From an optimization exercise on the open Yosys and OpenROAD flow, aimed at small area; shortcuts taken in it are not production practice. Only simulation tests tie the RTL to the original design; equivalence was not proved. Power and IR drop assume default switching activity.

[flow/run.sh]
#!/bin/bash
# synth_recipe.tcl (not shown) runs the flow's synth.tcl, then flattens the netlist and writes it again
# the make line also repeats each setting of config.mk as NAME=value (left out here)
make -C /OpenROAD-flow-scripts/flow DESIGN_CONFIG=/design/flow/config.mk WORK_HOME=/design/flow/orfs CLKGATE_MAP_FILE= SYNTH_SCRIPT=/design/flow/synth_recipe.tcl finish
[flow/config.mk]
export PLATFORM = sky130hd
export DESIGN_NAME = top_module
export DESIGN_NICKNAME = top_module
export VERILOG_FILES = /design/flow/design.v
export SDC_FILE = /design/flow/constraint.sdc
export NUM_CORES = 4
export LEC_CHECK = 0
export CAP_MARGIN = 20
export CORE_MARGIN = 2
export CORE_UTILIZATION = 40
export PLACE_DENSITY = 0.6
export SLEW_MARGIN = 20
[flow/constraint.sdc]
create_clock -name core_clock -period 10.0 [get_ports {clk}]
set_input_delay 2.0000 -clock core_clock [delete_from_list [all_inputs] [get_ports {clk}]]
set_output_delay 2.0000 -clock core_clock [all_outputs]
set_load 0.01 [all_outputs]
[flow/design.v]
`timescale 1ns / 1ps
module clk_divider(
	input clk_in,
	input rst_n,
	output tick
    );
reg [5:0] q;
assign tick = (q[5:1] == 5'b01101);
wire fb = ~(q[5] ^ q[4]);
always @(posedge clk_in or negedge rst_n)
begin
	if (!rst_n)
		q <= 6'd57;
	else
		q <= {q[4], q[3] ^ tick, q[2:0], fb};
end
endmodule
`timescale 1ns / 1ps
module debouncer(
	input 		clk,
	input 		en,
	input 		rst_n,
	input 		noisy_in,
	output 		rise
    );
reg s0, s1, s2;
assign rise = s1 & ~s2;
always @(posedge clk or negedge rst_n)
begin
	if (!rst_n) begin
		s0 <= 1'b0;
		s1 <= 1'b0;
		s2 <= 1'b0;
	end
	else if (en) begin
		s0 <= noisy_in;
		s1 <= s0;
		s2 <= s1;
	end
end
endmodule
`timescale 1ns / 1ps
module elevator(
	input clk, rst,
	input tick,
	input [4:0] rise,         
	input direction_1, direction_2, direction_3,
	input [4:0] fd,           
	output reg [4:0] Lig_All,
	output reg [4:0] Elev_Put,
	output reg led_busy,
	output [4:0] disp         
);
reg [2:0] hall;
always @(posedge clk or negedge rst)
begin
	if (!rst)
		hall <= 3'd7;
	else if (tick)
		hall <= rise[0] ? 3'd0 : rise[1] ? 3'd1 : rise[2] ? 3'd2 :
		        rise[3] ? 3'd3 : rise[4] ? 3'd4 : 3'd7;
end
reg [7:0] Say;            
reg [2:0] pressed;        
reg way_want;
reg [2:0] inner;          
reg [4:0] Layer;
reg PosLoc, Current_way;
reg [2:0] regression;
reg [2:0] FinishPart;     
reg [1:0] DirMe;          
wire step = tick & (&Say);
wire step_d = tick & (Say == 8'd6);    
wire [4:0] car = fd & ~Layer;
wire pv = (pressed != 3'd7) && (pressed != regression);
wire iv = (inner != 3'd7) && (inner != regression);
wire [1:0] dir_stop = (regression == 3'd4) ? 2'd3 : regression[1:0];
wire qv = pv | iv;
wire [2:0] q = pv ? pressed : inner;
wire q_way_ok = !pv || (way_want == Current_way);
wire in_r0 = (regression == 3'd0);
wire arrive = !PosLoc && FinishPart == regression;
wire dstop = !PosLoc && DirMe == dir_stop;
wire q_mid = q_way_ok && (Current_way ? (q < regression && q > FinishPart)
                                      : (q > regression && q < FinishPart));
wire start = qv && (in_r0 || PosLoc);
wire take = start || (qv && !in_r0 && !arrive && !dstop && q_mid);
assign disp = {PosLoc, Current_way, regression};
always @(posedge clk)
begin
	if (!rst) begin
		led_busy <= 1'b0;
		Lig_All <= 5'd0;
		Elev_Put <= 5'd0;
		inner <= 3'd7;
		PosLoc <= 1'b1;
		regression <= 3'd0;
		Say <= 8'd6;
		pressed <= 3'd7;
		Layer <= 5'd0;
	end
	else if (tick) begin
		Layer <= fd;
		Say <= step ? 8'd6 : Say + 8'd1;
		if (hall != 3'd7 && !step) begin
			pressed <= hall;
			way_want <= hall[1] ? (hall[0] ? direction_3 : direction_2) : direction_1;
		end
		else if (step_d)
			pressed <= 3'd7;
		if (car[0] && !step)      inner <= 3'd0;
		else if (car[1] && !step) inner <= 3'd1;
		else if (car[2] && !step) inner <= 3'd2;
		else if (car[3] && !step) inner <= 3'd3;
		else if (car[4] && !step) inner <= 3'd4;
		else if (step_d)          inner <= 3'd7;
		if (step) begin
			if (in_r0) begin
				if (!qv) begin
					Elev_Put[0] <= 1'b0;
					Lig_All[0] <= 1'b0;
					led_busy <= ~PosLoc;
				end
			end
			else if (arrive || dstop) begin
				led_busy <= 1'b1;
				Elev_Put[regression] <= 1'b0;
				Lig_All[regression] <= 1'b0;
			end
			else
				led_busy <= 1'b0;
			if (take) begin
				if (pv)
					Elev_Put[q] <= 1'b1;
				else
					Lig_All[q] <= 1'b1;
			end
		end
		if (step_d) begin
			if (in_r0) begin
				if (qv)
					regression <= 3'd1;
				PosLoc <= !qv;
			end
			else if (arrive)
				PosLoc <= 1'b1;
			else if (dstop)
				DirMe <= 2'd0;
			else if (!PosLoc)
				regression <= (Current_way || regression == 3'd4) ? regression - 3'd1 : regression + 3'd1;
			if (start) begin
				FinishPart <= q;
				PosLoc <= 1'b0;
				DirMe <= 2'd0;
				Current_way <= !(q > regression);
			end
			else if (take)
				DirMe <= q[1:0];
		end
	end
end
endmodule
`timescale 1ns / 1ps
module ssd(
	input clk,
	input rst,                  
	input [4:0] disp,           
	output a_out, b_out, c_out, d_out, e_out, f_out, g_out,
	output p_out,
	output [7:0] an
);
reg [16:0] cnt;
reg on;                         
reg [2:0] dig;                  
localparam [16:0] TERM = 17'd85105;
localparam [16:0] TMASK = ~17'h04004;
wire adv = ((cnt ^ TERM) & TMASK) == 17'd0;
wire fb = ~(cnt[16] ^ cnt[13]);
wire on_n = rst & (on | adv);
wire [2:0] dig_n = !rst ? 3'd0 : (adv & on) ? dig + 3'd1 : dig;
always @(posedge clk)
begin
	if (!rst)
		cnt <= 17'd117873;
	else
		cnt <= {cnt[15] ^ adv, cnt[14:0], fb};
	on <= on_n;
	dig <= dig_n;
end
assign an = on ? ~(8'd1 << dig) : 8'hFF;
assign p_out = 1'b1;
reg [4:0] disp_d;
always @(posedge clk)
	disp_d <= disp;
reg [6:0] seg;
always @(*)
begin
	case (dig)
	3'd0: case (disp_d[2:0])
		3'd0: seg = 7'b0000001;
		3'd1: seg = 7'b1001111;
		3'd2: seg = 7'b0010010;
		3'd3: seg = 7'b0000110;
		default: seg = 7'b1101100;
		endcase
	3'd1: seg = 7'b1111110;
	3'd2: seg = 7'b1110001;
	3'd3: seg = 7'b0111000;
	3'd4: seg = disp_d[4] ? 7'b1000010 : disp_d[3] ? 7'b0000001 : 7'b0011000;
	3'd5: seg = disp_d[4] ? 7'b1001111 : disp_d[3] ? 7'b1000010 : 7'b1000001;
	default: seg = 7'b1111110;
	endcase
end
assign {a_out, b_out, c_out, d_out, e_out, f_out, g_out} = on ? seg : 7'b1111111;
endmodule
`timescale 1ns / 1ps
module top_module(
    input clk,
    rst,
    floor_0_p,
    floor_1_p,
    floor_2_p,
    floor_3_p,
    floor_4_p,
    direction_1,
    direction_2,
    direction_3,
    floor_0_d,
    floor_1_d,
    floor_2_d,
    floor_3_d,
    floor_4_d,
    output led_inside_0,
    led_inside_1,
    led_inside_2,
    led_inside_3,
    led_inside_4,
    led_outside_0,
    led_outside_1,
    led_outside_2,
    led_outside_3,
    led_outside_4,
    led_busy,
    a_out,b_out,c_out,d_out,e_out,f_out,g_out,p_out,
    output [7:0]an
);
    wire tick;
    wire [4:0] rise;
    wire [4:0] disp;
    clk_divider divider(.clk_in(clk), .rst_n(rst), .tick(tick));
    debouncer pb0(.clk(clk), .en(tick), .rst_n(rst), .noisy_in(floor_0_p), .rise(rise[0]));
    debouncer pb1(.clk(clk), .en(tick), .rst_n(rst), .noisy_in(floor_1_p), .rise(rise[1]));
    debouncer pb2(.clk(clk), .en(tick), .rst_n(rst), .noisy_in(floor_2_p), .rise(rise[2]));
    debouncer pb3(.clk(clk), .en(tick), .rst_n(rst), .noisy_in(floor_3_p), .rise(rise[3]));
    debouncer pb4(.clk(clk), .en(tick), .rst_n(rst), .noisy_in(floor_4_p), .rise(rise[4]));
    elevator elev(
        .clk(clk), .rst(rst), .tick(tick), .rise(rise),
        .direction_1(direction_1), .direction_2(direction_2), .direction_3(direction_3),
        .fd({floor_4_d, floor_3_d, floor_2_d, floor_1_d, floor_0_d}),
        .Lig_All({led_inside_4, led_inside_3, led_inside_2, led_inside_1, led_inside_0}),
        .Elev_Put({led_outside_4, led_outside_3, led_outside_2, led_outside_1, led_outside_0}),
        .led_busy(led_busy),
        .disp(disp));
    ssd seven_segment_display(
        .clk(clk), .rst(rst), .disp(disp),
        .a_out(a_out), .b_out(b_out), .c_out(c_out), .d_out(d_out),
        .e_out(e_out), .f_out(f_out), .g_out(g_out), .p_out(p_out),
        .an(an));
endmodule
==> results.sh, run 1 <==
export IMPL_outcome="no timing/DRC/antenna violations"
export IMPL_final_nets=594
export IMPL_hold_class="register to register"
export IMPL_multi_input_area_sq_um=2430
export IMPL_highest_layer="met4"
export IMPL_final_max_slew_violation_count=0
export IMPL_io_pins=42
export IMPL_cts_sinks=91
export IMPL_yosysUniqueCellTypes=79
export IMPL_clock_path_buffers=2
export IMPL_n_antenna_cell=0
export IMPL_die_area_sq_um=12700
export IMPL_root_buffer="clkbuf_16"
export IMPL_grt_antenna_before_repair=0
export IMPL_grt_overflow=0
export IMPL_synth_warnings=4
export IMPL_grt_pass1_wl_mm=16.9
export IMPL_grt_max_degree=67
export IMPL_numCtsBuffers=9
export IMPL_postRouteAntennaNets=0
export IMPL_drive_gt1_frac=0.0836
export IMPL_setup_viol=0
export IMPL_fp_dieW_um=113
export IMPL_totalWireLength_mm=10.1
export IMPL_cts_hold_buf=0
export IMPL_yosys_area_share_simple=0.254
export IMPL_cp_arrival_ns=2.57
export IMPL_synth_top_family_by_area="simple AND/OR/NAND/NOR gates"
export IMPL_cp_start_kind="register"
export IMPL_syn_nets=568
export IMPL_synth_fa_ha_area_frac=0.0600
export IMPL_period_minus_slack_ns=4.57
export IMPL_peakVddDrop_uv=95.0
export IMPL_required_ns=8.00
export IMPL_worstSetupPathType="register to output port"
export IMPL_cts_tree="done"
export IMPL_synthFlopType="dfxtp_1"
export IMPL_vias=3717
export IMPL_cts_setup_buffers=0
export IMPL_synth_mux_area_frac=0.0135
export IMPL_rsz0062_at_grt="false"
export IMPL_worst_slack_ns=5.43
export IMPL_initial_core_util=0.411
export IMPL_clkTransAtPathRegs_ns=0.07
export IMPL_syn2layout_area_growth_pct=15.3
export IMPL_synth_xor_area_share=0.0372
export IMPL_htreeDepth=3
export IMPL_io_buffers=40
export IMPL_synth_compound_area_frac=0.148
export IMPL_final_seq_area_sq_um=2020
export IMPL_setup_tns_ns=0
export IMPL_ys_seq_area_frac=0.429
export IMPL_max_cap_viol_count=0
export IMPL_firstDrtPassIters=4
export IMPL_syn_area_per_cell_sq_um=8.88
export IMPL_slew_headroom=0.455
export IMPL_coreArea_sq_um=11500
export IMPL_place_hpwl_mm=7.06
export IMPL_cts_resized=0
export IMPL_clk_latency_ns=0.34
export IMPL_wl_met2_mm=4.76
export IMPL_crit_fanout=18
export IMPL_dieHeight_um=113
export IMPL_syn_cell_area_sq_um=4710
export IMPL_synth_seq_cells=91
export IMPL_track_usage=0.164
export IMPL_end_kind="output port"
export IMPL_drt_met1_wl_mm=4.73
export IMPL_fin_skew_ns=0.00621
export IMPL_p_leak_nw=2.11
export IMPL_vias_per_cell=5.27
export IMPL_tightest_slew_ns=0.816
export IMPL_synth_edf_count=7
export IMPL_remaining_drc_errors=0
export IMPL_fin_util=0.474
export IMPL_dr_first_iter_drc_count=232
export IMPL_hold_violations=0
export IMPL_fmax_mhz=219
export IMPL_fill_cells=1121
export IMPL_powerDensity_nw_per_um2=137
export IMPL_finalPower_mw=0.745
export IMPL_routedWlPerCell_um=14.3
export IMPL_wl_met3_um=444
export IMPL_synthArstFlopShare=0.264
export IMPL_whs_ns=0.382
export IMPL_gp_congestion=0.890
export IMPL_period_share=0.457
export IMPL_syn_inst=531
export IMPL_rows=39
export IMPL_first_global_vias=3618
export IMPL_dp_worst_setup_slack_ns=5.56
## path summary, 6_finish.rpt
check / cells past startpoint / slack, ns / start / end
worst max-delay path: 8 / 5.43 / seven_segment_display.dig[2] / c_out
worst min-delay path: 0 / 0.38 / divider.q[4] / divider.q[5]
worst max register to register: 15 / 5.50 / elev.regression[1] / elev.Elev_Put[2]
worst min register to register: 0 / 0.38 / divider.q[4] / divider.q[5]
max in group asynchronous: 2 / 7.75 / rst / divider.q[1]
min in group asynchronous: 2 / 1.79 / rst / pb0.s2
## flip-flops by register name (all words and copies together) (netlist names), 2 cells and up
name / cells
seven_segment_display.cnt: 17
elev.Say: 8
divider.q: 6
elev.Elev_Put: 5
elev.Layer: 5
elev.Lig_All: 5
seven_segment_display.disp_d: 5
elev.FinishPart: 3
elev.hall: 3
elev.inner: 3
elev.pressed: 3
elev.regression: 3
seven_segment_display.dig: 3
elev.DirMe: 2
## cells in the final DEF, fill, tap and decap left out, types with 4 or more instances in the layout
cell	Yosys	final
clkdlybuf4s50_1	0	39
mux2i_1	5	5
nor4b_1	4	4
and2_1	11	11
a31oi_1	5	5
xnor2_1	8	8
o21ai_1	9	9
nand4_1	5	5
inv_1	20	20
a21oi_1	21	21
and3_1	6	6
xor2_1	12	12
o21ai_0	22	22
nand3_1	28	28
nor2b_1	6	6
clkbuf_16	0	9
nand2b_1	15	15
ha_1	21	21
dfrtp_1	17	17
edfxtp_1	7	7
dfxtp_1	60	60
inv_6	1	4
nand2_1	93	93
nor2_1	38	38
nor3_1	11	11
o211ai_1	4	4
dfstp_2	7	7
## where the power goes
group | internal (mW) | switching [mW]
combinational | 0.00948 | 0.0102
sequential | 0.373 | 0.00228
clock | 0.203 | 0.147
total | 0.585 | 0.160
## layer usage
layer,GRT usage,up-vias
met5,0,-
met4,0.0642,0
met3,0.0248,14
met2,0.279,77
met1,0.209,1741
li1,-,1885
## critical path, stage by stage (launching register included)
cell             delay (ns)
dfxtp_1                0.66
inv_1                  0.16
ha_1                   0.25
a211oi_1               0.21
nand2_1                0.10
nand2_1                0.09
a311oi_1               0.07
nand3_1                0.14
clkdlybuf4s50_1        0.54
## stage by stage
step	instance area [sq um]	instances
after global placement	5130	689
after global routing	5430	705
after floorplan	4710	531
after CTS	5430	705
after detailed placement	5130	689
final	5430	705
## synth_stat cells, types with 2 or more instances
cell type	n	area (sq um)
nor2_1	38	143
buf_6	6	67.6
a21o_1	3	22.5
inv_1	20	75.1
nand2_1	93	349
and2_2	2	15.0
o21ai_0	22	110
ha_1	21	263
nor3_1	11	55.1
o2bb2ai_1	2	17.5
and2_1	11	68.8
or3_1	3	18.8
nor4b_1	4	35.0
a32oi_1	2	17.5
edfxtp_1	7	210
nand3b_1	3	22.5
a211oi_1	3	22.5
o211ai_1	4	30.0
nor2b_1	6	37.5
o22a_1	2	17.5
buf_2	2	10.0
o22ai_1	3	18.8
and3_1	6	37.5
dfstp_2	7	184
a21oi_1	21	105
nor3_2	2	20.0
a31oi_1	5	31.3
dfrtp_1	17	425
o31ai_1	3	22.5
dfxtp_1	60	1200
nand2b_1	15	93.8
clkbuf_1	13	48.8
mux2i_1	5	50.1
xnor2_1	8	70.1
a32o_1	2	20.0
o21ai_1	9	45.0
nand4_1	5	31.3
xor2_1	12	105
nand3_1	28	140
clkbuf_8	2	27.5
buf_4	3	22.5
and4_1	3	26.3
## logic make-up (layout without fill, tap and decap cells)
| kind of cell | after synthesis | count (layout) |
|---|---|---|
| AND/OR/NAND/NOR | 242 | 242 |
| adder cells (fa/ha/maj) | 22 | 22 |
| flip-flops | 91 | 91 |
| AO/OA/AOI/OAI | 100 | 100 |
| XOR/XNOR | 20 | 20 |
| multiplexers | 6 | 6 |
| buffers and inverters | 49 | 80 |
| other | 1 | 1 |
## final cells by class
cell class / count / area share
clock buffer: 10 / 0.0440
clock inverter: 6 / 0.0124
inverter: 21 / 0.0154
multi-input combinational: 391 / 0.446
sequential: 91 / 0.372
tap: 143 / 0.0329
timing repair buffer: 43 / 0.0769
==> run 2: changes to the inputs <==
--- a/flow/config.mk
+++ b/flow/config.mk
@@ -8,5 +8,6 @@
 export CAP_MARGIN = 20
 export CORE_MARGIN = 2
 export CORE_UTILIZATION = 40
+export CTS_BUF_LIST = sky130_fd_sc_hd__clkbuf_8
 export PLACE_DENSITY = 0.6
 export SLEW_MARGIN = 20
==> run 2 against run 1 <==
Net effect: routed wire length is 0.21% lower; total power is 12% lower; final cell count stayed put; final area is 1.9% lower; sequential cell count stayed put; clock power is 25% lower; core utilization is 0.88 points lower; maximum frequency is 0.51% lower; via count is 1.6% higher; area after synthesis stayed put; clock skew is 0.0049 ns higher; highest routed layer unchanged.
==> results.sh, run 2 <==
export IMPL_synthFlopType="dfxtp_1"
export IMPL_first_global_vias=3580
export IMPL_numCtsBuffers=9
export IMPL_fill_cells=1127
export IMPL_rrSetupSlack_ns=5.53
export IMPL_n_antenna_cell=0
export IMPL_grt_antenna_before_repair=0
export IMPL_fp_dieW_um=113
export IMPL_final_seq_area_sq_um=2020
export IMPL_totalWireLength_mm=10.1
export IMPL_period_share=0.460
export IMPL_powerDensity_nw_per_um2=123
export IMPL_grt_max_degree=67
export IMPL_synth_area_leaders="dfxtp_1, dfrtp_1, nand2_1"
export IMPL_swShare=0.229
export IMPL_cts_hold_buf=0
export IMPL_initial_core_util=0.411
export IMPL_synth_seq_cells=91
export IMPL_yosysUniqueCellTypes=79
export IMPL_worstHoldPathCells=0
export IMPL_multi_input_area_sq_um=2430
export IMPL_drive_gt1_frac=0.0836
export IMPL_grt_pass1_wl_mm=16.9
export IMPL_hold_start="divider.q[4]"
export IMPL_die_area_sq_um=12700
export IMPL_root_buffer="clkbuf_8"
export IMPL_synth_edf_count=7
export IMPL_fin_skew_ns=0.0111
export IMPL_cts_tree="done"
export IMPL_setup_viol=0
export IMPL_synth_most_common_cell="nand2_1"
export IMPL_cp_start_kind="register"
export IMPL_end_kind="output port"
export IMPL_whs_ns=0.386
export IMPL_track_usage=0.165
export IMPL_fmax_mhz=218
export IMPL_cts_setup_buffers=0
export IMPL_final_max_slew_violation_count=0
export IMPL_reg_top3="seven_segment_display.cnt: 17 flops, elev.Say: 8 flops, divider.q: 6 flops"
export IMPL_rows=39
export IMPL_period_minus_slack_ns=4.60
export IMPL_layout_commonest_cell="nand2_1"
export IMPL_syn_cell_area_sq_um=4710
export IMPL_syn_nets=568
export IMPL_coreArea_sq_um=11500
export IMPL_outcome="no timing/DRC/antenna violations"
export IMPL_ys_seq_area_frac=0.429
export IMPL_syn_inst=531
export IMPL_max_cap_viol_count=0
export IMPL_clock_path_buffers=2
export IMPL_worstSetupPathType="register to output port"
export IMPL_htreeDepth=3
export IMPL_synthArstFlopShare=0.264
export IMPL_tightest_slew_ns=0.822
export IMPL_grt_overflow=0
export IMPL_cp_arrival_ns=2.60
export IMPL_synth_area_leader_cell="dfxtp_1"
export IMPL_r2r_end="elev.DirMe[1]"
export IMPL_peakVddDrop_uv=89.7
export IMPL_pwr_share_seq=0.570
export IMPL_clk_latency_ns=0.38
export IMPL_gp_congestion=0.890
export IMPL_dr_first_iter_drc_count=284
export IMPL_synth_common_cells="nand2_1, dfxtp_1, nor2_1"
export IMPL_final_cell_mix="nand2_1, dfxtp_1, clkdlybuf4s50_1, nor2_1, nand3_1"
export IMPL_io_pins=42
export IMPL_comb_power_share=0.030
export IMPL_required_ns=8.00
export IMPL_largest_reg_flops=17
export IMPL_switchingPower_mw=0.151
export IMPL_vias_per_cell=5.36
export IMPL_hold_violations=0
export IMPL_place_hpwl_mm=7.06
export IMPL_cts_sinks=91
export IMPL_hold_end="divider.q[5]"
export IMPL_synth_warnings=4
export IMPL_cts_resized=0
export IMPL_io_buffers=40
export IMPL_slew_headroom=0.451
export IMPL_rsz0062_at_grt="false"
export IMPL_final_nets=594
export IMPL_top_register="seven_segment_display.cnt"
export IMPL_clkPwrFrac=0.400
export IMPL_p_int_mw=0.507
export IMPL_hold_class="register to register"
export IMPL_reg2reg_depth=14
export IMPL_routedWlPerCell_um=14.3
export IMPL_setup_tns_ns=0
export IMPL_vias=3776
export IMPL_synth_top_area_frac=0.255
export IMPL_crit_fanout=18
export IMPL_remaining_drc_errors=0
export IMPL_syn_area_per_cell_sq_um=8.88
export IMPL_firstDrtPassIters=4
export IMPL_postRouteAntennaNets=0
export IMPL_clkTransAtPathRegs_ns=0.09
export IMPL_p_leak_nw=2.07
export IMPL_dieHeight_um=113
export IMPL_syn2layout_area_growth_pct=13.1
export IMPL_reg2reg_from="elev.regression[1]"
run 2: cell count changes in the layout (fill, tap and decap cells not counted):
cell / previous run / this run
clkbuf_16: 9 / 0
clkbuf_8: 1 / 10
run 2: cells by family (layout without fill, tap and decap cells):
family                     Yosys count  after routing  synth area share
adders and majority gates           22             22            0.0600
buffers and inverters               49             80            0.0581
AOI/OAI and AO/OA                  100            100             0.148
other                                1              1          0.000795
DFF                                 91             91             0.429
and+or+nand+nor                    242            242             0.254
xor gates and xnor gates            20             20            0.0372
muxes                                6              6            0.0135
run 2: power groups by stage:
| stage | combinational [mW] | clock, mW | sequential (mW) |
|---|---|---|---|
| final | 0.0198 | 0.263 | 0.375 |
| after global routing | 0.0225 | 0.285 | 0.376 |
| after floorplan | 0.0103 | 0 | 0.382 |
| after detailed placement | 0.0202 | 0 | 0.383 |
| after CTS | 0.0203 | 0.270 | 0.375 |
| after global placement | 0.0199 | 0 | 0.383 |
run 2: layer usage:
layer | global-route usage | vias up | routed length (um)
li1 | - | 1881 | -
met1 | 0.214 | 1774 | 4630
met2 | 0.273 | 106 | 4690
met3 | 0.0286 | 15 | 565
met4 | 0.0642 | 0 | 163
met5 | 0 | - | 0
run 2: how the worst max path moves through the flow:
stage | slack, ns | startpoint | end
floorplan | 6.44 | elev.regression[1] | elev.DirMe[0]
global placement | 5.79 | elev.regression[1] | elev.DirMe[0]
detailed placement | 5.56 | elev.regression[1] | elev.Elev_Put[2]
CTS | 5.42 | seven_segment_display.dig[2] | e_out
global route | 5.10 | elev.regression[1] | elev.Lig_All[4]
finish | 5.40 | seven_segment_display.dig[2] | c_out
run 2: final cells by class:
class                      instances  share of cell area
clock buffer                      10              0.0258
inverter                          21              0.0157
tap                              143              0.0336
timing repair buffer              43              0.0784
sequential                        91               0.379
multi-input combinational        391               0.455
clock inverter                     6              0.0127
run 2: stage by stage:
step	total power [mW]	util	setup WS [ns]	instances	instance area, sq um
after floorplan	0.393	-	6.44	531	4710
after global placement	0.403	0.447	5.79	689	5130
after detailed placement	0.403	0.447	5.56	689	5130
after CTS	0.665	0.465	5.42	705	5330
after global routing	0.683	0.465	5.10	705	5330
final	0.658	0.465	5.40	705	5330
run 2: worst max-delay path, cell delays in order (launching register included):
cell	delay, ns
dfxtp_1	0.66
inv_1	0.16
ha_1	0.25
a211oi_1	0.21
nand2_1	0.10
nand2_1	0.09
a311oi_1	0.07
nand3_1	0.14
clkdlybuf4s50_1	0.54
==> run 3: changes to the inputs <==
--- a/flow/config.mk
+++ b/flow/config.mk
@@ -7,7 +7,7 @@
 export LEC_CHECK = 0
 export CAP_MARGIN = 20
 export CORE_MARGIN = 2
-export CORE_UTILIZATION = 40
+export CORE_UTILIZATION = 60
 export CTS_BUF_LIST = sky130_fd_sc_hd__clkbuf_8
-export PLACE_DENSITY = 0.6
+export PLACE_DENSITY = 0.7
 export SLEW_MARGIN = 20
==> run 3 against run 2 <==
Net effect: still clean; clock power about the same; sequential share of layout area increased by 0.39 points; routed wire length decreased by 4.8%; worst setup slack improved by 0.041 ns; critical path depth unchanged; critical path type unchanged; critical endpoint unchanged; largest power group unchanged.
==> results.sh, run 3 <==
export IMPL_outcome="no timing/DRC/antenna violations"
export IMPL_cts_sinks=91
export IMPL_yosysUniqueCellTypes=79
export IMPL_reg2reg_from="elev.regression[1]"
export IMPL_vias=3808
export IMPL_hold_violations=0
export IMPL_required_ns=8.00
export IMPL_io_pins=42
export IMPL_io_buffers=40
export IMPL_fp_dieW_um=92.6
export IMPL_period_share=0.455
export IMPL_rsz0062_at_grt="false"
export IMPL_synth_area_leader_cell="dfxtp_1"
export IMPL_final_cell_mix="nand2_1, dfxtp_1, clkdlybuf4s50_1, nor2_1, nand3_1"
export IMPL_grt_max_degree=67
export IMPL_cts_tree="done"
export IMPL_synth_top_area_frac=0.255
export IMPL_postPlaceCellArea_sq_um=5070
export IMPL_dieHeight_um=92.6
export IMPL_die_area_sq_um=8580
export IMPL_ys_seq_area_frac=0.429
export IMPL_powerDensity_nw_per_um2=125
export IMPL_syn_area_per_cell_sq_um=8.88
export IMPL_root_buffer="clkbuf_8"
export IMPL_grt_antenna_before_repair=0
export IMPL_p_leak_nw=2.07
export IMPL_cp_start_kind="register"
export IMPL_largest_reg_flops=17
export IMPL_synthArstFlopShare=0.264
export IMPL_max_cap_viol_count=0
export IMPL_syn2layout_area_growth_pct=12.0
export IMPL_setup_tns_ns=0
export IMPL_numCtsBuffers=9
export IMPL_r2r_end="elev.DirMe[0]"
export IMPL_clk_latency_ns=0.37
export IMPL_worstSetupPathType="register to output port"
export IMPL_synth_warnings=4
export IMPL_hold_start="divider.q[1]"
export IMPL_n_antenna_cell=0
export IMPL_totalWireLength_mm=9.57
export IMPL_vias_per_cell=5.73
export IMPL_syn_inst=531
export IMPL_drive_gt1_frac=0.0819
export IMPL_synth_most_common_cell="nand2_1"
export IMPL_routedWlPerCell_um=14.4
export IMPL_fmax_mhz=220
export IMPL_worst_slack_ns=5.45
export IMPL_synth_seq_cells=91
export IMPL_layout_commonest_cell="nand2_1"
export IMPL_final_nets=594
export IMPL_remaining_drc_errors=0
export IMPL_clkTransAtPathRegs_ns=0.09
export IMPL_firstDrtPassIters=5
export IMPL_track_usage=0.238
export IMPL_fin_skew_ns=0.0109
export IMPL_setup_viol=0
export IMPL_worstHoldPathCells=0
export IMPL_final_max_slew_violation_count=0
export IMPL_whs_ns=0.385
export IMPL_hold_class="register to register"
export IMPL_reg_top3="seven_segment_display.cnt: 17 flops, elev.Say: 8 flops, divider.q: 6 flops"
export IMPL_crit_fanout=18
export IMPL_coreArea_sq_um=7690
export IMPL_period_minus_slack_ns=4.55
export IMPL_cts_hold_buf=0
export IMPL_postRouteAntennaNets=0
export IMPL_synth_common_cells="nand2_1, dfxtp_1, nor2_1"
export IMPL_tightest_slew_ns=0.810
export IMPL_clock_path_buffers=2
export IMPL_top_register="seven_segment_display.cnt"
export IMPL_synth_area_leaders="dfxtp_1, dfrtp_1, nand2_1"
export IMPL_grt_overflow=0
export IMPL_dp_worst_setup_slack_ns=5.69
export IMPL_htreeDepth=3
export IMPL_slew_headroom=0.459
export IMPL_first_global_vias=3526
export IMPL_synth_edf_count=7
export IMPL_stdcell_area_sq_um=5280
export IMPL_cts_resized=0
export IMPL_dr_first_iter_drc_count=322
export IMPL_synthFlopType="dfxtp_1"
export IMPL_end_kind="output port"
export IMPL_cts_setup_buffers=0
export IMPL_initial_core_util=0.613
export IMPL_finalPower_mw=0.658
export IMPL_syn_cell_area_sq_um=4710
export IMPL_cp_arrival_ns=2.55
export IMPL_hold_end="divider.q[2]"
export IMPL_grt_pass1_wl_mm=16.4
export IMPL_place_hpwl_mm=6.75
export IMPL_peakVddDrop_uv=88.6
export IMPL_syn_nets=568
export IMPL_rrSetupSlack_ns=5.62
export IMPL_rows=32
export IMPL_gp_congestion=0.891
export IMPL_reg2reg_depth=14
==> run 3: cells by family (layout without fill, tap and decap cells) <==
group                    Yosys count  in the layout  synth area share
flip-flops                        91             91             0.429
AO/OA/AOI/OAI                    100            100             0.148
AND/OR/NAND/NOR                  242            242             0.254
XOR/XNOR                          20             20            0.0372
buffers and inverters             49             80            0.0581
adder cells (fa/ha/maj)           22             22            0.0600
multiplexers                       6              6            0.0135
other                              1              1          0.000795
==> run 3: cell type report <==
| type | count | area (sq um) |
|---|---|---|
| clock buffer | 11 | 151 |
| clock inverter | 5 | 57.6 |
| fill | 668 | 2410 |
| inverter | 21 | 83.8 |
| multi-input combinational | 391 | 2420 |
| sequential | 91 | 2020 |
| tap | 102 | 128 |
| timing repair buffer | 43 | 418 |
==> run 3: critical path, cell delays in order, from the launching register on <==
cell and delay, ns:
dfxtp_1 0.67, inv_1 0.15, ha_1 0.26, a211oi_1 0.18, nand2_1 0.09, nand2_1 0.09, a311oi_1 0.07, nand3_1 0.14
clkdlybuf4s50_1 0.53
==> run 3: through the flow <==
step,util,cells
after floorplan,-,531
after global placement,0.660,648
after detailed placement,0.660,648
after CTS,0.687,664
after global routing,0.687,664
final,0.687,664
==> run 3: power breakdown <==
group / internal, mW / total (mW) / leakage (nW) / switching, mW
sequential: 0.373 / 0.375 / 0.828 / 0.00237
clock: 0.130 / 0.263 / 0.112 / 0.133
combinational: 0.00948 / 0.0195 / 1.13 / 0.00999
==> run 3: how the worst max path moves through the flow <==
stage	startpoint	end	slack, ns	depth (start not counted)
floorplan	elev.regression[1]	elev.DirMe[0]	6.44	15
global placement	elev.regression[1]	elev.DirMe[0]	5.84	14
detailed placement	elev.regression[1]	elev.DirMe[0]	5.69	14
CTS	seven_segment_display.dig[2]	e_out	5.47	7
global route	seven_segment_display.dig[2]	c_out	5.22	8
finish	seven_segment_display.dig[2]	c_out	5.45	8
==> run 3: layer usage <==
| metal | global-route usage | vias up | share of wire | wire length (um) |
|---|---|---|---|---|
| li1 | - | 1884 | - | - |
| met1 | 0.317 | 1823 | 0.46 | 4440 |
| met2 | 0.391 | 88 | 0.47 | 4530 |
| met3 | 0.0472 | 13 | 0.047 | 453 |
| met4 | 0.0760 | 0 | 0.015 | 147 |
| met5 | 0 | - | 0 | 0 |
==> run 4: changes to the inputs <==
==> flow/flow/run.sh (new file) <==
#!/bin/bash
# The standard layout, with the port buffers made from the smallest buffer cell.
set -euo pipefail
export BUFFER_PORTS_ARGS="-buffer_cell sky130_fd_sc_hd__buf_1"
bash standard.sh > standard.log 2>&1
==> flow/standard.sh (new file) <==
#!/bin/bash
# synth_recipe.tcl (not shown) runs the flow's synth.tcl, then flattens the netlist and writes it again
# the make line also repeats each setting of config.mk as NAME=value (left out here)
make -C /OpenROAD-flow-scripts/flow DESIGN_CONFIG=/design/flow/config.mk WORK_HOME=/design/flow/orfs CLKGATE_MAP_FILE= SYNTH_SCRIPT=/design/flow/synth_recipe.tcl "${@:-finish}"
--- a/flow/config.mk
+++ b/flow/config.mk
@@ -7,7 +7,7 @@
 export LEC_CHECK = 0
 export CAP_MARGIN = 20
 export CORE_MARGIN = 2
-export CORE_UTILIZATION = 60
+export CORE_UTILIZATION = 40
 export CTS_BUF_LIST = sky130_fd_sc_hd__clkbuf_8
-export PLACE_DENSITY = 0.7
+export PLACE_DENSITY = 0.6
 export SLEW_MARGIN = 20
removed: flow/run.sh
==> run 4 against run 3 <==
Net effect: largest power group unchanged; routed wire length is 3.8% higher; via count down 1.6%; critical endpoint is now elev.DirMe[1]; still clean on timing, DRC and antenna; area after synthesis unchanged; critical path type is now register to register; largest cell class unchanged; maximum frequency grew 3.1%; final cell count increased by 6.2%; critical path depth rose by 6; clock skew grew 0.0015 ns; register-to-register slack lost 0.04 ns; highest routed layer unchanged.
==> results.sh, run 4 <==
export IMPL_outcome="no timing/DRC/antenna violations"
export IMPL_io_pins=42
export IMPL_syn_nets=568
export IMPL_numCtsBuffers=9
export IMPL_synth_top_area_frac=0.255
export IMPL_synthArstFlopShare=0.264
export IMPL_tightest_slew_ns=0.784
export IMPL_cts_tree="done"
export IMPL_synth_common_cells="nand2_1, dfxtp_1, nor2_1"
export IMPL_final_max_slew_violation_count=0
export IMPL_coreArea_sq_um=11500
export IMPL_first_global_vias=3530
export IMPL_synth_edf_count=7
export IMPL_grt_overflow=0
export IMPL_ys_seq_area_frac=0.429
export IMPL_remaining_drc_errors=0
export IMPL_multi_input_area_sq_um=2430
export IMPL_reg2reg_depth=14
export IMPL_yosysUniqueCellTypes=79
export IMPL_hold_violations=0
export IMPL_fmax_mhz=226
export IMPL_final_cell_mix="nand2_1, dfxtp_1, buf_1, nor2_1, nand3_1"
export IMPL_top_register="seven_segment_display.cnt"
export IMPL_max_cap_viol_count=0
export IMPL_postPlaceCellArea_sq_um=4880
export IMPL_fill_cells=1114
export IMPL_place_hpwl_mm=6.99
export IMPL_totalWireLength_mm=9.93
export IMPL_stdcell_area_sq_um=5080
export IMPL_clkTransAtPathRegs_ns=0.10
export IMPL_post_place_cells=689
export IMPL_cts_sinks=91
export IMPL_postRouteAntennaNets=0
export IMPL_n_antenna_cell=0
export IMPL_vias_per_cell=5.32
export IMPL_largest_reg_flops=17
export IMPL_clock_path_buffers=2
export IMPL_track_usage=0.162
export IMPL_synth_most_common_cell="nand2_1"
export IMPL_crit_fanout=16
export IMPL_routedWlPerCell_um=14.1
export IMPL_hold_class="register to register"
export IMPL_end_kind="register"
export IMPL_final_seq_area_sq_um=2020
export IMPL_crit_chain="inv_1 > a31oi_1 > o32ai_2 > nor2_2 > mux2i_2 > inv_1 > ha_1 > nand2_1 > o21ai_0 > mux2i_1 > a211o_1 > a21oi_4 > o21bai_1 > a21oi_1"
export IMPL_synth_seq_cells=91
export IMPL_io_buffers=40
export IMPL_gp_congestion=0.932
export IMPL_rsz0062_at_grt="false"
export IMPL_die_area_sq_um=12700
export IMPL_required_ns=10.06
export IMPL_slew_headroom=0.477
export IMPL_dr_first_iter_drc_count=208
export IMPL_drive_gt1_frac=0.0836
export IMPL_worst_path_buf_inv=2
export IMPL_synthFlopType="dfxtp_1"
export IMPL_powerDensity_nw_per_um2=125
export IMPL_reg_top3="seven_segment_display.cnt: 17 flops, elev.Say: 8 flops, divider.q: 6 flops"
export IMPL_critical_path_top_delay_family="compound AO/OA/AOI/OAI gates"
export IMPL_cp_depth=14
export IMPL_syn2layout_area_growth_pct=7.70
export IMPL_dieHeight_um=113
export IMPL_fp_dieW_um=113
export IMPL_setup_tns_ns=0
export IMPL_vias=3748
export IMPL_fin_skew_ns=0.0124
export IMPL_cts_setup_buffers=0
export IMPL_crit_slowest_cell="dfxtp_1"
export IMPL_root_buffer="clkbuf_8"
export IMPL_initial_core_util=0.411
export IMPL_worstHoldPathCells=0
export IMPL_peakVddDrop_uv=74.6
export IMPL_cp_arrival_ns=4.48
export IMPL_p_leak_nw=1.95
export IMPL_hold_start="divider.q[1]"
export IMPL_layout_commonest_cell="nand2_1"
export IMPL_syn_cell_area_sq_um=4710
export IMPL_cts_resized=0
export IMPL_cts_hold_buf=0
export IMPL_instances_no_fill=705
export IMPL_period_minus_slack_ns=4.42
export IMPL_grt_pass1_wl_mm=17.0
export IMPL_rows=39
export IMPL_clk_latency_ns=0.37
export IMPL_synth_area_leader_cell="dfxtp_1"
export IMPL_worstSetupPathType="register to register"
export IMPL_cp_start_kind="register"
export IMPL_htreeDepth=3
export IMPL_critPathLaunch="elev.regression[1]"
export IMPL_setup_viol=0
export IMPL_final_nets=594
export IMPL_slowest_delay_ns=0.71
export IMPL_synth_area_leaders="dfxtp_1, dfrtp_1, nand2_1"
export IMPL_grt_max_degree=67
export IMPL_reg2reg_from="elev.regression[1]"
export IMPL_grt_antenna_before_repair=0
export IMPL_firstDrtPassIters=4
export IMPL_period_share=0.442
export IMPL_cp_common_cell="inv_1"
export IMPL_synth_warnings=4
export IMPL_syn_area_per_cell_sq_um=8.88
export IMPL_syn_inst=531
==> run 4: cell counts after synthesis <==
No cell type changed its count.
==> run 4: final timing paths <==
kind | slack [ns] | end
hold / removal | 0.39 | divider.q[2]
max in group asynchronous | 7.78 | divider.q[1]
setup / recovery | 5.58 | elev.DirMe[1]
setup reg to reg | 5.58 | elev.DirMe[1]
hold reg to reg | 0.39 | divider.q[2]
min in group asynchronous | 1.76 | pb0.s2
==> run 4: cell families (layout without fill, tap and decap cells) <==
group           Yosys count  after routing  share of synthesized area
simple gates            242            242                      0.254
compound gates          100            100                      0.148
mux                       6              6                     0.0135
fa+ha+maj                22             22                     0.0600
xor+xnor                 20             20                     0.0372
buf+inv                  49             80                     0.0581
flops                    91             91                      0.429
other cells               1              1                   0.000795
==> run 4: final cells by class <==
cell class,count,area share
clock buffer,9,0.0244
timing repair buffer,43,0.0343
clock inverter,7,0.0138
multi-input combinational,391,0.478
sequential,91,0.398
tap,143,0.0352
inverter,21,0.0165
==> run 4: report_power, final <==
| group | internal, mW | total (mW) | switching (mW) |
|---|---|---|---|
| clock network | 0.0977 | 0.244 | 0.147 |
| logic | 0.00606 | 0.0163 | 0.0103 |
| registers | 0.373 | 0.375 | 0.00232 |
==> run 4: through the flow <==
step	worst slack [ns]	util	power, mW	hold slack (ns)
5_1_grt	5.28	0.443	0.665	0.399
4_1_cts	5.66	0.443	0.647	0.389
6_report	5.58	0.443	0.636	0.386
2_1_floorplan	6.44	-	0.393	0.351
3_3_place_gp	5.79	0.426	0.399	0.356
3_5_place_dp	5.68	0.426	0.400	0.373
==> run 4: per-layer routing <==
layer	track usage	wire length (um)	vias up
met5	0	0	-
li1	-	-	1883
met3	0.0270	420	17
met4	0.0618	176	0
met2	0.256	4700	86
met1	0.222	4630	1762
==> run 5: changes to the inputs <==
==> flow/flow/run.sh (replaced) <==
#!/bin/bash
# The standard layout (standard.sh) with two changes:
#  - ABC maps the logic with an area-oriented script (flow/abc_area.script);
#    everything else in synthesis, the flip-flop mapping included, is the
#    standard synthesis (synth_recipe.tcl), so the registers are the same.
#  - the port buffers are made from the smallest buffer cell.
set -euo pipefail
W=$PWD
cat > "$W/synth_area.tcl" <<EOF
proc abc {args} {
  set i [lsearch \$args -script]
  if {\$i >= 0} { lset args [expr {\$i+1}] $W/flow/abc_area.script }
  yosys abc {*}\$args
}
source $W/synth_recipe.tcl
EOF
export BUFFER_PORTS_ARGS="-buffer_cell sky130_fd_sc_hd__buf_1"
bash standard.sh SYNTH_SCRIPT="$W/synth_area.tcl" finish > standard.log 2>&1
==> flow/flow/abc_area.script (new file) <==
strash
ifraig
scorr
dc2
strash
dch -f
amap
topo
==> run 5 against run 4 <==
Net effect: final cell count down 4.8%; largest power group unchanged; sequential power barely moved; clock skew rose by 0.0024 ns; core utilization up 1.3 points; synthesized cell count is 9.8% lower; first-iteration DRC count down 11%; clock power fell by 8.6%; non-clock buffer count unchanged; critical path depth grew 5; area after synthesis fell by 12%; clock-buffer cell count increased by 1; routed wire length decreased by 10%.
==> results.sh, run 5 <==
export IMPL_synthArstFlopShare=0.264
export IMPL_synth_edf_count=7
export IMPL_layout_commonest_cell="nor2_1"
export IMPL_cts_tree="done"
export IMPL_final_nets=567
export IMPL_vias=3421
export IMPL_htreeDepth=3
export IMPL_routedWlPerCell_um=13.3
export IMPL_gp_congestion=0.910
export IMPL_dieHeight_um=106
export IMPL_root_buffer="clkbuf_8"
export IMPL_die_area_sq_um=11200
export IMPL_worstSetupPathType="register to register"
export IMPL_crit_fanout=10
export IMPL_synth_fa_ha_area_frac=0.0682
export IMPL_largest_reg_flops=17
export IMPL_final_max_slew_violation_count=0
export IMPL_clkPwrFrac=0.363
export IMPL_coreArea_sq_um=10200
export IMPL_fp_dieW_um=106
export IMPL_synth_seq_cells=91
export IMPL_numCtsBuffers=9
export IMPL_cts_setup_buffers=0
export IMPL_rsz0062_at_grt="false"
export IMPL_end_kind="register"
export IMPL_syn_inst=479
export IMPL_synth_warnings=4
export IMPL_final_cell_mix="nor2_1, dfxtp_1, clkinv_1, nand2_1, buf_1"
export IMPL_vias_per_cell=5.10
export IMPL_cp_arrival_ns=5.21
export IMPL_grt_pass1_wl_mm=15.2
export IMPL_period_minus_slack_ns=4.90
export IMPL_clkTransAtPathRegs_ns=0.09
export IMPL_powerDensity_nw_per_um2=132
export IMPL_hold_class="register to register"
export IMPL_peakVddDrop_uv=81.7
export IMPL_synth_compound_area_frac=0.174
export IMPL_comb_power_share=0.028
export IMPL_track_usage=0.172
export IMPL_clock_path_buffers=2
export IMPL_synth_area_leader_cell="dfxtp_1"
export IMPL_cp_start_kind="register"
export IMPL_ys_seq_area_frac=0.488
export IMPL_drive_gt1_frac=0.0449
export IMPL_firstDrtPassIters=4
export IMPL_tightest_slew_ns=0.828
export IMPL_rows=37
export IMPL_pwr_share_seq=0.609
export IMPL_synth_area_leaders="dfxtp_1, dfrtp_1, nor2_1"
export IMPL_syn_nets=516
export IMPL_yosys_area_share_simple=0.213
export IMPL_outcome="no timing/DRC/antenna violations"
export IMPL_place_hpwl_mm=6.48
export IMPL_cts_hold_buf=0
export IMPL_slew_headroom=0.447
export IMPL_swShare=0.229
export IMPL_io_pins=42
export IMPL_fmax_mhz=204
export IMPL_setup_tns_ns=0
export IMPL_setup_viol=0
export IMPL_cts_resized=0
export IMPL_initial_core_util=0.407
export IMPL_hold_violations=0
export IMPL_syn2layout_area_growth_pct=12.1
export IMPL_synthFlopType="dfxtp_1"
export IMPL_postRouteAntennaNets=0
export IMPL_dr_first_iter_drc_count=186
export IMPL_top_register="seven_segment_display.cnt"
export IMPL_grt_overflow=0
export IMPL_totalWireLength_mm=8.94
export IMPL_n_antenna_cell=0
export IMPL_clk_latency_ns=0.36
export IMPL_cts_sinks=91
export IMPL_synth_common_cells="nor2_1, dfxtp_1, clkinv_1"
export IMPL_whs_ns=0.385
export IMPL_synth_top_area_frac=0.290
export IMPL_grt_max_degree=46
export IMPL_syn_area_per_cell_sq_um=8.65
export IMPL_synth_xor_area_share=0
export IMPL_synth_most_common_cell="nor2_1"
export IMPL_period_share=0.490
export IMPL_reg_top3="seven_segment_display.cnt: 17 flops, elev.Say: 8 flops, divider.q: 6 flops"
export IMPL_io_buffers=40
export IMPL_p_int_mw=0.474
export IMPL_required_ns=10.31
export IMPL_yosysUniqueCellTypes=43
export IMPL_switchingPower_mw=0.141
export IMPL_synth_mux_area_frac=0
export IMPL_max_cap_viol_count=0
export IMPL_synth_top_family_by_area="simple AND/OR/NAND/NOR gates"
export IMPL_first_global_vias=3290
export IMPL_grt_antenna_before_repair=0
export IMPL_fin_skew_ns=0.0148
export IMPL_p_leak_nw=1.69
export IMPL_remaining_drc_errors=0
export IMPL_syn_cell_area_sq_um=4140
-- run 5: final cells by class --
cell class                      instances  area [sq um]
Fill cell                            1022          5540
Sequential cell                        91          2020
Multi-Input combinational cell        327          1890
Inverter                               58           218
Timing Repair Buffer                   43           174
Tap cell                              136           170
Clock buffer                           10           138
Clock inverter                          6          35.0
-- run 5: path summary, 6_finish.rpt --
path,from,endpoint,slack (ns),cells past startpoint
max in group asynchronous,rst,elev.hall[2],7.92,2
hold / removal,divider.q[4],divider.q[5],0.39,0
min in group asynchronous,rst,pb3.s1,1.69,2
setup reg to reg,elev.regression[0],elev.Elev_Put[4],5.10,19
hold reg to reg,divider.q[4],divider.q[5],0.39,0
setup / recovery,elev.regression[0],elev.Elev_Put[4],5.10,19
-- run 5: kinds of logic after synthesis --
kind of cell	Yosys count
flip-flops	91
adder cells (fa/ha/maj)	22
buffers and inverters	61
AO/OA/AOI/OAI	110
AND/OR/NAND/NOR	194
other	1
-- run 5: worst max-delay path: stages, from the launching register on --
cell	delay [ns]
dfxtp_1	0.58
clkinv_1	0.42
a22oi_1	0.28
nor3_1	0.11
a31oi_1	0.37
clkinv_1	0.24
a21oi_1	0.47
ha_1	0.34
nand2_1	0.06
a21oi_1	0.05
o21a_1	0.14
or2_0	0.23
nor2_1	0.12
nor2_1	0.04
a2111oi_0	0.43
nor2b_1	0.21
or3_1	0.48
nor2_1	0.15
a21oi_1	0.05
nor2_1	0.07
-- run 5: metal layers --
layer / vias to the layer above / global-route usage / share of wire
li1: 1775 / - / -
met1: 1563 / 0.212 / 0.46
met2: 68 / 0.287 / 0.47
met3: 15 / 0.0421 / 0.047
met4: 0 / 0.0714 / 0.020
met5: - / 0 / 0
-- run 5: power by group through the flow --
stage / Clock [mW] / Combinational (mW) / Sequential, mW
6_report: 0.223 / 0.0172 / 0.375
5_1_grt: 0.243 / 0.0201 / 0.375
2_1_floorplan: 0 / 0.00918 / 0.382
3_3_place_gp: 0 / 0.0172 / 0.382
3_5_place_dp: 0 / 0.0173 / 0.383
4_1_cts: 0.231 / 0.0174 / 0.375
-- run 5: metrics by stage --
step / setup WS, ns / utilization / power [mW] / cells / cell area, sq um
floorplan: 6.10 / - / 0.391 / 479 / 4140
global placement: 5.13 / 0.439 / 0.400 / 655 / 4470
detailed placement: 5.14 / 0.439 / 0.400 / 655 / 4470
CTS: 5.15 / 0.456 / 0.623 / 671 / 4650
global route: 4.54 / 0.456 / 0.638 / 671 / 4650
finish: 5.10 / 0.456 / 0.615 / 671 / 4650
==> run 6: changes to the inputs <==
--- a/flow/design.v
+++ b/flow/design.v
@@ -69,20 +69,29 @@
 reg [2:0] regression;
 reg [2:0] FinishPart;     
 reg [1:0] DirMe;          
+function lt3;
+	input [2:0] a, b;
+	lt3 = ~a[2] & (b[2] | (~a[1] & b[1]) | ((~a[1] | b[1]) & ~a[0] & b[0]));
+endfunction
+function [4:0] dec5;
+	input [2:0] a;
+	dec5 = {a[2], ~a[2] & (a[1:0] == 2'd3), ~a[2] & (a[1:0] == 2'd2),
+	        ~a[2] & (a[1:0] == 2'd1), ~a[2] & (a[1:0] == 2'd0)};
+endfunction
 wire step = tick & (&Say);
 wire step_d = tick & (Say == 8'd6);    
 wire [4:0] car = fd & ~Layer;
-wire pv = (pressed != 3'd7) && (pressed != regression);
-wire iv = (inner != 3'd7) && (inner != regression);
-wire [1:0] dir_stop = (regression == 3'd4) ? 2'd3 : regression[1:0];
+wire pv = ~(pressed[2] & pressed[1]) && (pressed != regression);
+wire iv = ~(inner[2] & inner[1]) && (inner != regression);
+wire [1:0] dir_stop = regression[1:0] | {2{regression[2]}};
 wire qv = pv | iv;
 wire [2:0] q = pv ? pressed : inner;
 wire q_way_ok = !pv || (way_want == Current_way);
 wire in_r0 = (regression == 3'd0);
 wire arrive = !PosLoc && FinishPart == regression;
 wire dstop = !PosLoc && DirMe == dir_stop;
-wire q_mid = q_way_ok && (Current_way ? (q < regression && q > FinishPart)
-                                      : (q > regression && q < FinishPart));
+wire q_mid = q_way_ok && (Current_way ? (lt3(q, regression) && lt3(FinishPart, q))
+                                      : (lt3(regression, q) && lt3(q, FinishPart)));
 wire start = qv && (in_r0 || PosLoc);
 wire take = start || (qv && !in_r0 && !arrive && !dstop && q_mid);
 assign disp = {PosLoc, Current_way, regression};
@@ -102,7 +111,7 @@
 	else if (tick) begin
 		Layer <= fd;
 		Say <= step ? 8'd6 : Say + 8'd1;
-		if (hall != 3'd7 && !step) begin
+		if (~(hall[2] & hall[1]) && !step) begin
 			pressed <= hall;
 			way_want <= hall[1] ? (hall[0] ? direction_3 : direction_2) : direction_1;
 		end
@@ -115,26 +124,17 @@
 		else if (car[4] && !step) inner <= 3'd4;
 		else if (step_d)          inner <= 3'd7;
 		if (step) begin
-			if (in_r0) begin
-				if (!qv) begin
-					Elev_Put[0] <= 1'b0;
-					Lig_All[0] <= 1'b0;
-					led_busy <= ~PosLoc;
-				end
-			end
-			else if (arrive || dstop) begin
-				led_busy <= 1'b1;
-				Elev_Put[regression] <= 1'b0;
-				Lig_All[regression] <= 1'b0;
-			end
-			else
-				led_busy <= 1'b0;
-			if (take) begin
+			if (in_r0 ? !qv : (arrive || dstop)) begin
+				Elev_Put <= Elev_Put & ~dec5(regression);
+				Lig_All <= Lig_All & ~dec5(regression);
+			end
+			else if (take) begin
 				if (pv)
-					Elev_Put[q] <= 1'b1;
+					Elev_Put <= Elev_Put | dec5(q);
 				else
-					Lig_All[q] <= 1'b1;
-			end
+					Lig_All <= Lig_All | dec5(q);
+			end
+			led_busy <= in_r0 ? (qv ? led_busy : ~PosLoc) : (arrive || dstop);
 		end
 		if (step_d) begin
 			if (in_r0) begin
@@ -147,12 +147,12 @@
 			else if (dstop)
 				DirMe <= 2'd0;
 			else if (!PosLoc)
-				regression <= (Current_way || regression == 3'd4) ? regression - 3'd1 : regression + 3'd1;
+				regression <= (Current_way || regression[2]) ? regression - 3'd1 : regression + 3'd1;
 			if (start) begin
 				FinishPart <= q;
 				PosLoc <= 1'b0;
 				DirMe <= 2'd0;
-				Current_way <= !(q > regression);
+				Current_way <= !lt3(regression, q);
 			end
 			else if (take)
 				DirMe <= q[1:0];
==> flow/flow/abc_area.script (replaced) <==
strash
dch
amap
topo
dnsize
--- a/flow/config.mk
+++ b/flow/config.mk
@@ -8,6 +8,8 @@
 export CAP_MARGIN = 20
 export CORE_MARGIN = 2
 export CORE_UTILIZATION = 40
-export CTS_BUF_LIST = sky130_fd_sc_hd__clkbuf_8
+export CTS_BUF_LIST = sky130_fd_sc_hd__clkbuf_16
+export CTS_CLUSTER_DIAMETER = 200
+export CTS_CLUSTER_SIZE = 30
 export PLACE_DENSITY = 0.6
 export SLEW_MARGIN = 20
==> run 6 against run 5 <==
Net effect: final cell count is 2.8% lower; sequential share of layout area is 0.37 points higher; non-clock buffer count stayed put; die area is 3.7% lower; highest routed layer unchanged.
==> results.sh, run 6 <==
export IMPL_powerDensity_nw_per_um2=152
export IMPL_io_pins=42
export IMPL_final_nets=539
export IMPL_cp_arrival_ns=5.41
export IMPL_clk_latency_ns=0.33
export IMPL_final_max_slew_violation_count=0
export IMPL_peakVddDrop_uv=85.4
export IMPL_rrSetupSlack_ns=4.81
export IMPL_clkTransAtPathRegs_ns=0.07
export IMPL_post_place_cells=635
export IMPL_track_usage=0.171
export IMPL_final_cell_mix="nor2_1, clkinv_1, dfxtp_1, nand2_1, buf_1"
export IMPL_ys_seq_area_frac=0.507
export IMPL_syn_nets=486
export IMPL_slowest_delay_ns=0.69
export IMPL_grt_antenna_before_repair=0
export IMPL_totalWireLength_mm=8.81
export IMPL_hold_end="divider.q[3]"
export IMPL_crit_slowest_cell="o32ai_1"
export IMPL_reg2reg_depth=16
export IMPL_cp_start_kind="register"
export IMPL_r2r_end="elev.Lig_All[4]"
export IMPL_dieHeight_um=104
export IMPL_synthFlopType="dfxtp_1"
export IMPL_syn2layout_area_growth_pct=15.6
export IMPL_synthArstFlopShare=0.264
export IMPL_setup_viol=0
export IMPL_grt_pass1_wl_mm=15.2
export IMPL_crit_chain="clkinv_1 > o22ai_1 > o32ai_1 > clkinv_1 > o22ai_1 > clkinv_1 > o21ai_0 > a31o_1 > a31oi_1 > a2111oi_0 > or2_0 > nor2_1 > a211oi_1 > clkinv_1 > a311oi_1 > nor3_1"
export IMPL_synth_top_area_frac=0.301
export IMPL_drive_gt1_frac=0.0501
export IMPL_synth_area_leader_cell="dfxtp_1"
export IMPL_p_leak_nw=1.67
export IMPL_slew_headroom=0.505
export IMPL_initial_core_util=0.410
export IMPL_largest_reg_flops=17
export IMPL_grt_max_degree=41
export IMPL_numCtsBuffers=9
export IMPL_fp_dieW_um=104
export IMPL_coreArea_sq_um=9730
export IMPL_cts_setup_buffers=0
export IMPL_worst_path_buf_inv=4
export IMPL_period_minus_slack_ns=5.19
export IMPL_max_cap_viol_count=0
export IMPL_cts_sinks=91
export IMPL_dr_first_iter_drc_count=227
export IMPL_period_share=0.519
export IMPL_vias_per_cell=5.11
export IMPL_cts_resized=0
export IMPL_die_area_sq_um=10800
export IMPL_reg_top3="seven_segment_display.cnt: 17 flops, elev.Say: 8 flops, divider.q: 6 flops"
export IMPL_postPlaceCellArea_sq_um=4310
export IMPL_end_kind="register"
export IMPL_grt_overflow=0
export IMPL_synth_warnings=4
export IMPL_synth_most_common_cell="nor2_1"
export IMPL_synth_edf_count=7
export IMPL_layout_commonest_cell="nor2_1"
export IMPL_crit_fanout=10
export IMPL_synth_common_cells="nor2_1, clkinv_1, dfxtp_1"
export IMPL_cp_common_cell="clkinv_1"
export IMPL_firstDrtPassIters=4
export IMPL_n_antenna_cell=0
export IMPL_remaining_drc_errors=0
export IMPL_htreeDepth=3
export IMPL_fin_skew_ns=0.00588
export IMPL_io_buffers=40
export IMPL_cts_tree="done"
export IMPL_critPathLaunch="elev.regression[2]"
export IMPL_hold_class="register to register"
export IMPL_stdcell_area_sq_um=4610
export IMPL_worstHoldPathCells=0
export IMPL_routedWlPerCell_um=13.5
export IMPL_worstSetupPathType="register to register"
export IMPL_yosysUniqueCellTypes=44
export IMPL_hold_start="divider.q[2]"
export IMPL_syn_cell_area_sq_um=3990
export IMPL_fill_cells=983
export IMPL_outcome="no timing/DRC/antenna violations"
export IMPL_vias=3329
export IMPL_gp_congestion=0.853
export IMPL_synth_area_leaders="dfxtp_1, dfrtp_1, nor2_1"
export IMPL_hold_violations=0
export IMPL_top_register="seven_segment_display.cnt"
export IMPL_rows=36
export IMPL_root_buffer="clkbuf_16"
export IMPL_postRouteAntennaNets=0
export IMPL_reg2reg_from="elev.regression[2]"
export IMPL_first_global_vias=3173
export IMPL_tightest_slew_ns=0.740
export IMPL_syn_inst=461
export IMPL_cts_hold_buf=0
export IMPL_required_ns=10.22
export IMPL_syn_area_per_cell_sq_um=8.64
export IMPL_place_hpwl_mm=6.14
export IMPL_rsz0062_at_grt="false"
export IMPL_setup_tns_ns=0
export IMPL_instances_no_fill=652
export IMPL_critical_path_top_delay_family="compound AO/OA/AOI/OAI gates"
export IMPL_synth_seq_cells=91
export IMPL_clock_path_buffers=2
export IMPL_fmax_mhz=193
[run 6: worst reg2reg max path: cells and delay by family, from the launching register on]
family / cells / cell delay [ns]
AO/OA/AOI/OAI: 9 / 3.02
buffers and inverters: 4 / 1.21
AND/OR/NAND/NOR: 3 / 0.42
flip-flops: 1 / 0.43
[run 6: layout make-up]
cell class	instances	area, sq um	share of cell area
timing repair buffer	43	194	0.0421
multi-input combinational	307	1730	0.375
clock buffer	9	225	0.0489
clock inverter	7	41.3	0.00896
tap	133	166	0.0361
sequential	91	2020	0.439
inverter	62	233	0.0505
[run 6: routing by layer]
metal,up-vias,GRT usage,wire [um]
met5,-,0,0
met4,0,0.0531,68
met3,6,0.0415,496
met2,80,0.269,4020
met1,1505,0.234,4230
li1,1738,-,-
[run 6: worst max-delay path by stage]
stage	end	slack, ns	depth (start not counted)
2_1_floorplan	elev.inner[2]	5.18	16
3_3_place_gp	elev.Lig_All[4]	4.84	16
3_5_place_dp	elev.Lig_All[4]	4.88	16
4_1_cts	elev.Lig_All[4]	4.87	16
5_1_grt	elev.Lig_All[4]	4.27	16
6_report	elev.Lig_All[4]	4.81	16
[run 6: kinds of logic after synthesis]
logic type	count (synthesis)	share of synthesized area
AO/OA/AOI/OAI	118	0.197
adder cells (fa/ha/maj)	10	0.0333
buffers and inverters	63	0.0603
flip-flops	91	0.507
other	1	0.000941
AND/OR/NAND/NOR	178	0.202
[run 6: where the power goes]
part / leakage (nW) / switching (mW) / total [mW] / internal [mW]
Sequential: 0.819 / 0.00212 / 0.375 / 0.373
Clock: 0.135 / 0.139 / 0.307 / 0.168
Combinational: 0.712 / 0.0114 / 0.0182 / 0.00675
[run 6: stage by stage]
step           power [mW]  utilization  setup WS (ns)  hold slack (ns)
6_report            0.700        0.474           4.81            0.379
2_1_floorplan       0.391            -           5.18            0.346
3_3_place_gp        0.400        0.443           4.84            0.353
3_5_place_dp        0.400        0.443           4.88            0.373
5_1_grt             0.730        0.474           4.27            0.386
4_1_cts             0.709        0.471           4.87            0.382
==> run 7: changes to the inputs <==
--- a/flow/config.mk
+++ b/flow/config.mk
@@ -8,8 +8,6 @@
 export CAP_MARGIN = 20
 export CORE_MARGIN = 2
 export CORE_UTILIZATION = 40
-export CTS_BUF_LIST = sky130_fd_sc_hd__clkbuf_16
-export CTS_CLUSTER_DIAMETER = 200
-export CTS_CLUSTER_SIZE = 30
+export CTS_BUF_LIST = sky130_fd_sc_hd__clkbuf_8
 export PLACE_DENSITY = 0.6
 export SLEW_MARGIN = 20
==> run 7 against run 6 <==
Net effect: still clean on timing, DRC and antenna; via count increased by 0.33%; clock skew increased by 0.0050 ns; die area unchanged; first-iteration DRC count fell by 15%; final area fell by 1.8%; non-clock buffer count unchanged; global-route usage down 0.15 points; register-to-register slack lost 0.096 ns; combinational power about the same; clock power shrank 23%; routed wire length is 0.52% higher; sequential share of layout area up 0.79 points; highest routed layer unchanged.
==> results.sh, run 7 <==
export IMPL_grt_antenna_before_repair=0
export IMPL_period_minus_slack_ns=5.29
export IMPL_final_nets=539
export IMPL_gp_congestion=0.853
export IMPL_vias_per_cell=5.12
export IMPL_syn_inst=461
export IMPL_hold_violations=0
export IMPL_remaining_drc_errors=0
export IMPL_firstDrtPassIters=4
export IMPL_clkTransAtPathRegs_ns=0.09
export IMPL_comb_power_share=0.029
export IMPL_clock_path_buffers=2
export IMPL_synth_area_leaders="dfxtp_1, dfrtp_1, nor2_1"
export IMPL_cts_hold_buf=0
export IMPL_grt_pass1_wl_mm=15.1
export IMPL_numCtsBuffers=9
export IMPL_peakVddDrop_uv=68.6
export IMPL_syn_area_per_cell_sq_um=8.64
export IMPL_crit_chain="clkinv_1 > o22ai_1 > o32ai_1 > clkinv_1 > o22ai_1 > clkinv_1 > o21ai_0 > a31o_1 > a31oi_1 > a2111oi_0 > or2_0 > nor2_1 > a211oi_1 > clkinv_1 > a311oi_1 > nor3_1"
export IMPL_cts_sinks=91
export IMPL_root_buffer="clkbuf_8"
export IMPL_synth_edf_count=7
export IMPL_drive_gt1_frac=0.0539
export IMPL_final_max_slew_violation_count=0
export IMPL_end_kind="register"
export IMPL_synth_top_area_frac=0.301
export IMPL_slowest_delay_ns=0.69
export IMPL_switchingPower_mw=0.146
export IMPL_synth_most_common_cell="nor2_1"
export IMPL_synthArstFlopShare=0.264
export IMPL_synth_area_leader_cell="dfxtp_1"
export IMPL_fin_skew_ns=0.0109
export IMPL_clkPwrFrac=0.376
export IMPL_worstSetupPathType="register to register"
export IMPL_routedWlPerCell_um=13.6
export IMPL_cp_common_cell="clkinv_1"
export IMPL_fmax_mhz=189
export IMPL_syn2layout_area_growth_pct=13.6
export IMPL_p_leak_nw=1.63
export IMPL_grt_max_degree=41
export IMPL_slew_headroom=0.506
export IMPL_max_cap_viol_count=0
export IMPL_dieHeight_um=104
export IMPL_synth_seq_cells=91
export IMPL_tightest_slew_ns=0.739
export IMPL_first_global_vias=3166
export IMPL_crit_fanout=10
export IMPL_track_usage=0.170
export IMPL_yosysUniqueCellTypes=44
export IMPL_totalWireLength_mm=8.86
export IMPL_ys_seq_area_frac=0.507
export IMPL_coreArea_sq_um=9730
export IMPL_initial_core_util=0.410
export IMPL_crit_slowest_cell="o32ai_1"
export IMPL_top_register="seven_segment_display.cnt"
export IMPL_cp_start_kind="register"
export IMPL_layout_commonest_cell="nor2_1"
export IMPL_die_area_sq_um=10800
export IMPL_fp_dieW_um=104
export IMPL_hold_class="register to register"
export IMPL_cts_resized=0
export IMPL_syn_nets=486
export IMPL_synth_common_cells="nor2_1, clkinv_1, dfxtp_1"
export IMPL_clk_latency_ns=0.36
export IMPL_postRouteAntennaNets=0
export IMPL_dr_first_iter_drc_count=193
export IMPL_io_pins=42
export IMPL_vias=3340
export IMPL_n_antenna_cell=0
export IMPL_setup_tns_ns=0
export IMPL_finalPower_mw=0.630
export IMPL_io_buffers=40
export IMPL_largest_reg_flops=17
export IMPL_period_share=0.529
export IMPL_swShare=0.231
export IMPL_place_hpwl_mm=6.14
export IMPL_reg_top3="seven_segment_display.cnt: 17 flops, elev.Say: 8 flops, divider.q: 6 flops"
export IMPL_cts_tree="done"
export IMPL_cts_setup_buffers=0
export IMPL_rows=36
export IMPL_setup_viol=0
export IMPL_cp_arrival_ns=5.54
export IMPL_syn_cell_area_sq_um=3990
export IMPL_grt_overflow=0
export IMPL_powerDensity_nw_per_um2=139
export IMPL_rsz0062_at_grt="false"
export IMPL_synth_warnings=4
export IMPL_outcome="no timing/DRC/antenna violations"
export IMPL_pwr_share_seq=0.595
export IMPL_required_ns=10.25
export IMPL_p_int_mw=0.485
export IMPL_final_cell_mix="nor2_1, clkinv_1, dfxtp_1, nand2_1, buf_1"
export IMPL_synthFlopType="dfxtp_1"
export IMPL_htreeDepth=3
==> run 7: cell count changes in the layout (fill, tap and decap cells not counted) <==
cell,before,now
clkbuf_8,0,11
clkinv_1,64,62
clkbuf_16,9,0
==> run 7: critical path: cells and delay by family, from the launching register on <==
family / cells / cell delay, ns
buf+inv: 4 / 1.24
compound gates: 9 / 3.06
simple gates: 3 / 0.43
flops: 1 / 0.45
==> run 7: power by group through the flow <==
stage	sequential [mW]	clock, mW	combinational, mW
floorplan	0.382	0	0.00925
global placement	0.383	0	0.0170
detailed placement	0.383	0	0.0172
CTS	0.375	0.245	0.0173
global route	0.375	0.261	0.0210
finish	0.375	0.237	0.0183
==> run 7: logic make-up after synthesis <==
family          after synthesis  share of synthesized area
compound gates              118                      0.197
flops                        91                      0.507
other cells                   1                   0.000941
simple gates                178                      0.202
buf+inv                      63                     0.0603
fa+ha+maj                    10                     0.0333
==> run 7: final timing paths <==
check | cells after the start | start | slack (ns) | to
max | 16 | elev.regression[2] | 4.71 | elev.Lig_All[4]
min | 0 | divider.q[2] | 0.39 | divider.q[3]
max reg2reg | 16 | elev.regression[2] | 4.71 | elev.Lig_All[4]
min reg2reg | 0 | divider.q[2] | 0.39 | divider.q[3]
max in group asynchronous | 2 | rst | 7.96 | elev.hall[2]
min in group asynchronous | 2 | rst | 1.68 | pb1.s0
==> run 7: per-stage QoR <==
step / hold WS, ns / instances / utilization / worst slack [ns] / cell area (sq um)
global placement: 0.353 / 635 / 0.443 / 4.84 / 4310
floorplan: 0.346 / 461 / - / 5.18 / 3990
global route: 0.392 / 652 / 0.465 / 4.26 / 4530
finish: 0.387 / 652 / 0.465 / 4.71 / 4530
CTS: 0.388 / 651 / 0.462 / 4.87 / 4500
detailed placement: 0.373 / 635 / 0.443 / 4.88 / 4310
==> run 7: area by class of cell <==
class | count | area, sq um
clock buffer | 11 | 151
clock inverter | 5 | 33.8
fill | 998 | 5200
inverter | 62 | 233
multi-input combinational | 307 | 1730
sequential | 91 | 2020
tap | 133 | 166
timing repair buffer | 43 | 194
==> run 7: routing by layer <==
metal  part of all wire  GRT usage
met1               0.49      0.234
met2               0.45      0.266
met3              0.057     0.0403
met4              0.012     0.0492
met5                  0          0

## re-timing with driven ports
The flow's constraints put no driver on any port. The routed layouts listed below were extracted and timed again, unchanged, in two steps.
Step 1: set_driving_cell puts a clkbuf_16 on clk and a buf_2 on each other input, an assumption about the parent block.
Step 2 times the ports against the registers' clock, not the clock port: input delays grow and output delays shrink by t, the midpoint of the rising clock arrivals with the driver on.
Slacks: no drivers / after step 1 / after step 2; pairs: no drivers / after step 1.
run	t (ns)	setup slack, ns	worst setup path at the end	slew at the worst register clock pin (ns)	cell pins on the clock port's net
run 1	0.376	5.428 / 5.391 / 5.501	register to register	0.07 / 0.07	1
run 2	0.403	5.405 / 5.372 / 5.532	register to register	0.09 / 0.09	1
run 3	0.394	5.446 / 5.414 / 5.623	register to register	0.10 / 0.10	1
run 4	0.392	5.584 / 5.584 / 5.584	register to register	0.10 / 0.10	1
run 5	0.388	5.096 / 5.096 / 5.096	register to register	0.09 / 0.09	1
run 6	0.366	4.806 / 4.806 / 4.806	register to register	0.07 / 0.07	1
run 7	0.386	4.710 / 4.710 / 4.710	register to register	0.09 / 0.09	1
After both steps every run listed still meets setup and hold.
